This is an optimization exercise on Yosys and OpenROAD, whose aim is small area, not a production implementation. The RTL was checked by simulation tests, not by an equivalence proof against the original design.

job 7200:
// audio_lpf
module audio_lpf (
    input  wire               clk,
    input  wire               rst_n,
    input  wire               valid_in,
    input  wire signed [31:0] x_in,
    output wire               valid_out,
    output wire signed [31:0] y_out
);
For scale: ~83 flip-flops, roughly 68 I/O pins.
==> flow/config.mk <==
export PLATFORM = sky130hd
export DESIGN_NAME = audio_lpf
export DESIGN_NICKNAME = audio_lpf
export VERILOG_FILES = /design/flow/design.v
export SDC_FILE = /design/flow/constraint.sdc
export NUM_CORES = 4
export LEC_CHECK = 0
export CAP_MARGIN = 0
export CELL_PAD_IN_SITES_DETAIL_PLACEMENT = 1
export CELL_PAD_IN_SITES_GLOBAL_PLACEMENT = 1
export CORE_MARGIN = 2
export CORE_UTILIZATION = 40
export CTS_BUF_LIST = sky130_fd_sc_hd__clkbuf_8
export SLEW_MARGIN = 0
export SYNTH_HIERARCHICAL = 1
==> flow/constraint.sdc <==
create_clock -name core_clock -period 10.0 [get_ports {clk}]
set_input_delay 2.0000 -clock core_clock [delete_from_list [all_inputs] [get_ports {clk}]]
set_output_delay 2.0000 -clock core_clock [all_outputs]
set_load 0.01 [all_outputs]
standard.sh (not shown) runs the stock make flow with config.mk's settings and CLKGATE_MAP_FILE= SYNTH_SCRIPT=/design/flow/synth_recipe.tcl, a recipe that flattens the netlist after the stock synthesis.
==> flow/flow/run.sh <==
#!/bin/bash
# Own flow: the standard layout (standard.sh, unchanged synthesis and steps),
# with the I/O port buffers that global placement inserts made from the
# smallest buffer cell, sky130_fd_sc_hd__buf_1, instead of the default choice.
# Each ORFS step keeps its full log under orfs/logs/; this script's own output
# goes to flow_run.log in the work folder.
set -euo pipefail
exec > >(tee -a flow_run.log) 2>&1
echo "run.sh: $(date -u) in $(pwd)"
bash standard.sh "BUFFER_PORTS_ARGS=-buffer_cell sky130_fd_sc_hd__buf_1" finish
echo "run.sh: done $(date -u)"
--- input diff job 7200..job 1698 ---
Settings: a change of SLEW_MARGIN from 0 to 20; a change of CAP_MARGIN from 0 to 20; a deleted CTS_BUF_LIST that had been sky130_fd_sc_hd__clkbuf_8.
==> flow/run.sh (new file) <==
#!/bin/bash
# synth_recipe.tcl (not shown) runs the flow's synth.tcl, then flattens the netlist and writes it again
# the make line also repeats each setting of config.mk as NAME=value (left out here)
make -C /OpenROAD-flow-scripts/flow DESIGN_CONFIG=/design/flow/config.mk WORK_HOME=/design/flow/orfs CLKGATE_MAP_FILE= SYNTH_SCRIPT=/design/flow/synth_recipe.tcl finish
removed: flow/flow/run.sh
removed: flow/standard.sh
### Flow results
Job 1698 finished every step from synthesis to the final layout, and the layout passed the timing, DRC and antenna checks. Diff job 7200 -> job 1698: depth of the critical timing path with buffers and inverters included rose by 1; cell area after layout rose by 2.8%; insertion delay of the later-clocked pin in the worst-skew pair fell by 0.05 ns; non-clock buffer share of cell area rose by 2.0 points.
The following lists how job 4183 was set up differently from job 1698:
Settings: CTS_BUF_LIST now sky130_fd_sc_hd__clkbuf_4 sky130_fd_sc_hd__clkbuf_16, previously not set.
==> flow/flow/run.sh (new file) <==
#!/bin/bash
# Own flow: the standard layout (standard.sh, unchanged synthesis and steps),
# with the I/O port buffers that global placement inserts made from the
# smallest buffer cell, sky130_fd_sc_hd__buf_1, instead of the default choice.
# Each ORFS step keeps its full log under orfs/logs/; this script's own output
# goes to flow_run.log in the work folder.
set -euo pipefail
exec > >(tee -a flow_run.log) 2>&1
echo "run.sh: $(date -u) in $(pwd)"
bash standard.sh "BUFFER_PORTS_ARGS=-buffer_cell sky130_fd_sc_hd__buf_1" finish
echo "run.sh: done $(date -u)"
==> flow/standard.sh (new file) <==
#!/bin/bash
# synth_recipe.tcl (not shown) runs the flow's synth.tcl, then flattens the netlist and writes it again
# the make line also repeats each setting of config.mk as NAME=value (left out here)
make -C /OpenROAD-flow-scripts/flow DESIGN_CONFIG=/design/flow/config.mk WORK_HOME=/design/flow/orfs CLKGATE_MAP_FILE= SYNTH_SCRIPT=/design/flow/synth_recipe.tcl "${@:-finish}"
removed: flow/run.sh
Findings:
Job 4183 and job 1698 ended up with nearly the same routed wire length. On final-layout clock buffer total: between job 4183 and job 1698, it ends up lower for job 4183. Any difference in maximum frequency between job 4183 and job 1698 is small enough to ignore. In the tables for job 4183 and job 1698, routed length on met3 reads higher with job 4183. Register-to-register slack: job 4183 and job 1698 compared, lower one is job 1698. Delta(area growth from synthesis to layout, job 4183 - job 1698) < 0. Lower finished layout cell area was reported by job 4183, not job 1698. Compared with job 1698, in job 4183 fill cell instance count of the final layout shows an increase of 73; final number of hold-violating endpoints comparable.

static timing again, ports no longer ideal:
Ports are ideal in the flow. The routed layouts listed here were re-timed in OpenROAD. Step 1, drivers: a clkbuf_16 drives clk and a buf_2 each remaining input, both assumed. Step 2 moves the port delays by t, midway between the first and last clock arrival at a register: inputs arrive t later, outputs are due t later. That takes back most of the time a late clock gives input paths. a / b / c = no drivers / after step 1 / after step 2; a / b = the first two.
run | t (ns) | setup slack, ns | worst data-port slew with drivers (ns) | pins driven straight from the clock port
job 7200 | 0.440 | 0.822 / 0.836 / 0.397 | 0.04 | 1
job 1698 | 0.397 | 0.842 / 0.866 / 0.469 | 0.04 | 1
job 4183 | 0.409 | 0.818 / 0.836 / 0.427 | 0.04 | 1
After both steps every run listed still meets setup and hold. For job 7200, which loses most, drivers alone change the setup slack by +0.014 ns; drivers and shift together by -0.425 ns.
